This design comes from an exercise in tuning for small area and a short achievable clock period on the open sky130 flow, not from production work.
Function was checked by simulation only, so behaviour that the tests miss may differ from the original.

==> flow/design.v <==
module arm(
	input  logic        clk, reset,
	output logic [31:0] PC,
	input  logic [31:0] Instr,
	output logic        MemWrite,
	output logic [31:0] ALUResult,
	output logic [31:0] WriteData,
	input  logic [31:0] ReadData,
	output logic [3:0]  byteEnable);
	logic [1:0] op;
	logic       isMH, isDP, isLS, isB, dpImm, dpReg;
	logic       mask, RegW, MemW, MemtoReg, link, PCS;
	logic [1:0] enSel;      
	logic       loadSigned;
	logic       fN, fZ, fC, fV;    
	assign op    = Instr[27:26];
	assign isMH  = (op == 2'b00) & ~Instr[25] & Instr[7] & Instr[4];
	assign isDP  = (op == 2'b00) & ~isMH;
	assign isLS  = (op == 2'b01);
	assign isB   = (op == 2'b10);
	assign dpImm = (op == 2'b00) & Instr[25];
	assign dpReg = isDP & ~Instr[25];
	assign mask  = ~(Instr[24] & ~Instr[23]);
	assign RegW = (isDP & mask)
	            | (isMH & mask & (~Instr[5] | Instr[20]))
	            | (isLS & Instr[20])
	            | (isB & Instr[24]);
	assign MemW = (isMH & Instr[5] & ~Instr[20]) | (isLS & ~Instr[20]);
	assign MemtoReg = (isMH & (~Instr[5] | Instr[20])) | (isLS & Instr[20]);
	assign link = isB & Instr[24];
	assign PCS  = isB | (RegW & (Instr[15:12] == 4'b1111));
	assign enSel = isMH ? {1'b0, Instr[5]} : (isLS & Instr[22]) ? 2'b00 : 2'b10;
	assign loadSigned = isMH & (~Instr[5] | Instr[6]);
	assign fN = isDP & (Instr[20] | (Instr[24:23] == 2'b10));
	assign fZ = fN;
	assign fC = fN;
	assign fV = isDP & (Instr[24:22] == 3'b101);
	logic flagN, flagZ, flagC, flagV;
	logic aluN, aluZ, aluC, aluV;
	logic CondEx;
	always_ff @(posedge clk, posedge reset)
		if (reset) begin
			flagN <= 1'b0; flagZ <= 1'b0; flagC <= 1'b0; flagV <= 1'b0;
		end else begin
			if (fN) flagN <= aluN;
			if (fZ) flagZ <= aluZ;
			if (fC) flagC <= aluC;
			if (fV) flagV <= aluV;
		end
	always_comb
		case (Instr[31:28])
		4'b0000: CondEx = flagZ;
		4'b0001: CondEx = ~flagZ;
		4'b0010: CondEx = flagC;
		4'b0011: CondEx = ~flagC;
		4'b0100: CondEx = flagN;
		4'b0101: CondEx = ~flagN;
		4'b0110: CondEx = flagV;
		4'b0111: CondEx = ~flagV;
		4'b1000: CondEx = flagC & ~flagZ;
		4'b1001: CondEx = ~(flagC & ~flagZ);
		4'b1010: CondEx = (flagN == flagV);
		4'b1011: CondEx = (flagN != flagV);
		4'b1100: CondEx = ~flagZ & (flagN == flagV);
		4'b1101: CondEx = ~(~flagZ & (flagN == flagV));
		4'b1110: CondEx = 1'b1;
		default: CondEx = 1'b0;
		endcase
	logic RegWrite, PCSrc;
	assign RegWrite = RegW & CondEx;
	assign MemWrite = MemW & CondEx;
	assign PCSrc    = PCS & CondEx;
	logic [31:3] pcInc;
	logic [31:0] PCPlus4, PCPlus8, PCNext, Result;
	always_comb
		for (int i = 3; i < 32; i++) pcInc[i] = PC[i] ^ (&(PC[31:3] | ~((29'd1 << (i - 3)) - 29'd1)));
	assign PCPlus4 = PC[2] ? {pcInc, 1'b0, PC[1:0]} : {PC[31:3], 1'b1, PC[1:0]};
	assign PCPlus8 = {pcInc, PC[2:0]};
	assign PCNext  = PCSrc ? Result : PCPlus4;
	always_ff @(posedge clk, posedge reset)
		if (reset) PC <= 32'b0;
		else       PC <= PCNext;
	logic [31:0] rf [0:14];
	logic [3:0]  wa;
	logic [31:0] wd;
	assign wa = link ? 4'd14 : Instr[15:12];
	assign wd = link ? PCPlus4 : Result;
	always_ff @(posedge clk)
		if (RegWrite && wa != 4'b1111) rf[wa] <= wd;
	logic [15:0] decN, decD, decM, decS, sel1, sel2;
	logic [31:0] rd1, rd2;
	logic [4:0]  rd3;
	always_comb begin
		decN = 16'b0; decN[Instr[19:16]] = 1'b1;
		decD = 16'b0; decD[Instr[15:12]] = 1'b1;
		decM = 16'b0; decM[Instr[3:0]]   = 1'b1;
		decS = 16'b0; decS[Instr[11:8]]  = 1'b1;
	end
	assign sel1 = isB ? 16'h8000 : decN;
	assign sel2 = MemW ? decD : decM;
	always_comb begin
		rd1 = {32{sel1[15]}} & PCPlus8;
		rd2 = {32{sel2[15]}} & PCPlus8;
		rd3 = {5{decS[15]}} & PCPlus8[4:0];
		for (int i = 0; i < 15; i++) begin
			rd1 = rd1 | ({32{sel1[i]}} & rf[i]);
			rd2 = rd2 | ({32{sel2[i]}} & rf[i]);
			rd3 = rd3 | ({5{decS[i]}} & rf[i][4:0]);
		end
	end
	logic        useImm;
	logic [31:0] imm, shIn, rot, keep, fill, srcB;
	logic [4:0]  s, amt;
	logic        kLSL, kLSR, kASR, kRRX, sNZ;
	logic [31:0] geS;   
	assign useImm = dpImm | isMH | isLS | isB;
	assign imm = dpImm ? {24'b0, Instr[7:0]} :
	             isB   ? {{6{Instr[23]}}, Instr[23:0], 2'b00} :
	             isLS  ? {20'b0, Instr[11:0]} :
	                     {24'b0, Instr[11:8], Instr[3:0]};
	assign shIn = useImm ? imm : rd2;
	assign s    = dpImm ? {Instr[11:8], 1'b0} : dpReg ? (Instr[4] ? rd3 : Instr[11:7]) : 5'd0;
	assign sNZ  = (s != 5'd0);
	assign kLSL = dpReg & (Instr[6:5] == 2'b00);
	assign kLSR = dpReg & (Instr[6:5] == 2'b01);
	assign kASR = dpReg & (Instr[6:5] == 2'b10);
	assign kRRX = dpReg & (Instr[6:5] == 2'b11) & ~Instr[4] & (Instr[11:7] == 5'd0);
	logic [4:0] negS;
	assign negS = {s[4] ^ (|s[3:0]), s[3] ^ (|s[2:0]), s[2] ^ (|s[1:0]), s[1] ^ s[0], s[0]};
	assign amt = kLSL ? negS : {4'b0, kRRX} | s;
	logic [31:0] r1, r2, r4, r8;
	assign r1  = amt[0] ? {shIn[0],  shIn[31:1]} : shIn;
	assign r2  = amt[1] ? {r1[1:0],  r1[31:2]}   : r1;
	assign r4  = amt[2] ? {r2[3:0],  r2[31:4]}   : r2;
	assign r8  = amt[3] ? {r4[7:0],  r4[31:8]}   : r4;
	assign rot = amt[4] ? {r8[15:0], r8[31:16]}  : r8;
	assign geS = 32'hFFFFFFFF << s;
	always_comb
		for (int j = 0; j < 32; j++) begin
			if (kLSL) keep[j] = geS[j];
			else if (kLSR | kASR) keep[j] = sNZ & geS[31 - j];
			else if (kRRX) keep[j] = (j != 31);
			else keep[j] = 1'b1;
			fill[j] = (kASR & shIn[31] & sNZ & ~geS[31 - j]) | (kRRX & flagC & (j == 31));
		end
	assign srcB = (rot & keep) | fill;
	logic [3:0]  aluOp;
	assign aluOp = isDP ? Instr[24:21] : 4'h4;
	logic        invA, invB, useC, cin, subType, arith;
	logic [31:0] x, y, sum, g, p;
	logic        selG, selP, selY;
	logic        cout;
	assign arith   = (aluOp[3:1] == 3'b001) | (aluOp[3:2] == 2'b01) | (aluOp[3:1] == 3'b101);
	assign invA    = (aluOp == 4'h3) | (aluOp == 4'h7);
	assign invB    = (aluOp == 4'h2) | (aluOp == 4'h6) | (aluOp == 4'hA) | (aluOp == 4'hE) | (aluOp == 4'hF);
	assign subType = arith & (invA | invB);
	assign useC    = (aluOp == 4'h5) | (aluOp == 4'h6) | (aluOp == 4'h7);
	assign cin     = useC ? flagC : (aluOp == 4'h2) | (aluOp == 4'h3) | (aluOp == 4'hA);
	assign x = invA ? ~rd1 : rd1;
	assign g = x & y;
	assign p = x ^ y;
	assign y = invB ? ~srcB : srcB;
	logic [31:0] gk [0:5];
	logic [31:0] pk [0:5];
	logic [32:0] c;
	always_comb begin
		gk[0] = g;
		pk[0] = p;
		gk[0][0] = (x[0] & y[0]) | ((x[0] ^ y[0]) & cin);
		for (int l = 0; l < 5; l++)
			for (int i = 0; i < 32; i++)
				if ((i >> l) & 1) begin
					gk[l+1][i] = gk[l][i] | (pk[l][i] & gk[l][((i >> l) << l) - 1]);
					pk[l+1][i] = pk[l][i] & pk[l][((i >> l) << l) - 1];
				end else begin
					gk[l+1][i] = gk[l][i];
					pk[l+1][i] = pk[l][i];
				end
		c[0] = cin;
		for (int i = 0; i < 32; i++) c[i+1] = gk[5][i];
	end
	assign sum  = pk[0] ^ c[31:0];
	assign cout = c[32];
	assign selG = (aluOp == 4'h0) | (aluOp == 4'h8) | (aluOp == 4'hC) | (aluOp == 4'hE);
	assign selP = (aluOp == 4'h1) | (aluOp == 4'h9) | (aluOp == 4'hC) | arith;
	assign selY = (aluOp == 4'hD) | (aluOp == 4'hF);
	assign ALUResult = ((g & {32{selG}}) | (p & {32{selP}}) | (y & {32{selY}})) ^ (c[31:0] & {32{arith}});
	assign aluN = ALUResult[31];
	assign aluZ = (ALUResult == 32'b0);
	assign aluC = arith & (cout ^ subType);
	assign aluV = (x[31] == y[31]) & (sum[31] != x[31]);
	logic [1:0]  addr;
	logic [31:0] extRead;
	logic [7:0]  rbyte;
	logic [15:0] rhalf;
	assign addr = rd1[1:0] + Instr[1:0];
	always_comb
		case (enSel)
		2'b00:   byteEnable = 4'b0001 << addr;
		2'b01:   byteEnable = addr[1] ? 4'b1100 : 4'b0011;
		default: byteEnable = 4'b1111;
		endcase
	always_comb
		case (enSel)
		2'b00:   WriteData = rd2 << {addr, 3'b000};
		2'b01:   WriteData = rd2 << {addr[1], 4'b0000};
		default: WriteData = rd2;
		endcase
	assign rbyte = ReadData[{addr, 3'b000} +: 8];
	assign rhalf = addr[1] ? ReadData[31:16] : ReadData[15:0];
	always_comb
		case (enSel)
		2'b00:   extRead = {{24{loadSigned & rbyte[7]}}, rbyte};
		2'b01:   extRead = {{16{loadSigned & rhalf[15]}}, rhalf};
		default: extRead = ReadData;
		endcase
	assign Result = MemtoReg ? extRead : ALUResult;
endmodule
==> flow/config.mk <==
export PLATFORM = sky130hd
export DESIGN_NAME = arm
export DESIGN_NICKNAME = arm
export VERILOG_FILES = /design/flow/design.v
export SDC_FILE = /design/flow/constraint.sdc
export NUM_CORES = 4
export LEC_CHECK = 0
export ABC_AREA = 1
export CAP_MARGIN = 20
export CORE_MARGIN = 2
export CORE_UTILIZATION = 45
export GPL_TIMING_DRIVEN = 0
export SETUP_SLACK_MARGIN = 5.0
export SLEW_MARGIN = 20
==> flow/constraint.sdc <==
create_clock -name core_clock -period 20.0 [get_ports {clk}]
set_input_delay 4.0000 -clock core_clock [delete_from_list [all_inputs] [get_ports {clk}]]
set_output_delay 4.0000 -clock core_clock [all_outputs]
set_load 0.01 [all_outputs]
standard.sh (not shown) runs the stock make flow with config.mk's settings and CLKGATE_MAP_FILE= SYNTH_SCRIPT=/design/flow/synth_recipe.tcl, a recipe that flattens the netlist after the stock synthesis.
==> flow/flow/run.sh <==
#!/bin/bash
# Standard ORFS layout, except that Yosys's full/half-adder extraction is
# skipped (ADDER_MAP_FILE empty) so ABC maps the adders and XORs itself.
set -euo pipefail
bash standard.sh ADDER_MAP_FILE= finish > make_finish.log 2>&1
The baseline completed with no timing, DRC or antenna violations.
Change:
==> flow/flow/run.sh (replaced) <==
#!/bin/bash
# Standard ORFS layout with two changes:
#  - Yosys's full/half-adder extraction is skipped (ADDER_MAP_FILE empty), so
#    ABC maps the adders and XORs itself;
#  - every port still gets a buffer, but a plain buf_2 instead of the delay
#    cell buffer_ports picks on its own.
set -euo pipefail
bash standard.sh ADDER_MAP_FILE= "BUFFER_PORTS_ARGS=-buffer_cell sky130_fd_sc_hd__buf_2" finish > make_finish.log 2>&1
--- a/flow/config.mk
+++ b/flow/config.mk
@@ -9 +9 @@
-export CAP_MARGIN = 20
+export CAP_MARGIN = 30
What happened: The new run passed the timing, DRC and antenna checks. Setup slack improves by 340 ps. Core utilization falls by 1.1 points. Register-to-register slack gets better by 140 ps.

-- re-timing with driven ports --
In the flow no input, the clock included, has a driving cell. The finished layouts below were timed again as built, in two steps.
Step 1 (the two cells are an assumption about what drives the block):
set clk [get_ports {clk}]
set_driving_cell -lib_cell sky130_fd_sc_hd__clkbuf_16 $clk
set_driving_cell -lib_cell sky130_fd_sc_hd__buf_2 [delete_from_list [all_inputs] $clk]
Step 2, shift: input delay + t, output delay - t, t = (earliest + latest rising clock arrival at the registers) / 2. This alone moves slack from input paths to output paths.
a / b / c = ideal / step 1 / step 2; a / b = the first two.
run | t (ns) | setup WS [ns] | clock arrival spread, ns
the first run | 0.691 | 4.723 / 4.687 / 4.687 | 0.028 / 0.028
the second run | 0.685 | 5.059 / 5.036 / 5.036 | 0.060 / 0.060
After both steps setup and hold are still met in every run listed. The setup slack of the first run, which loses most, moves by -0.036 ns with the drivers and by -0.036 ns with both steps.
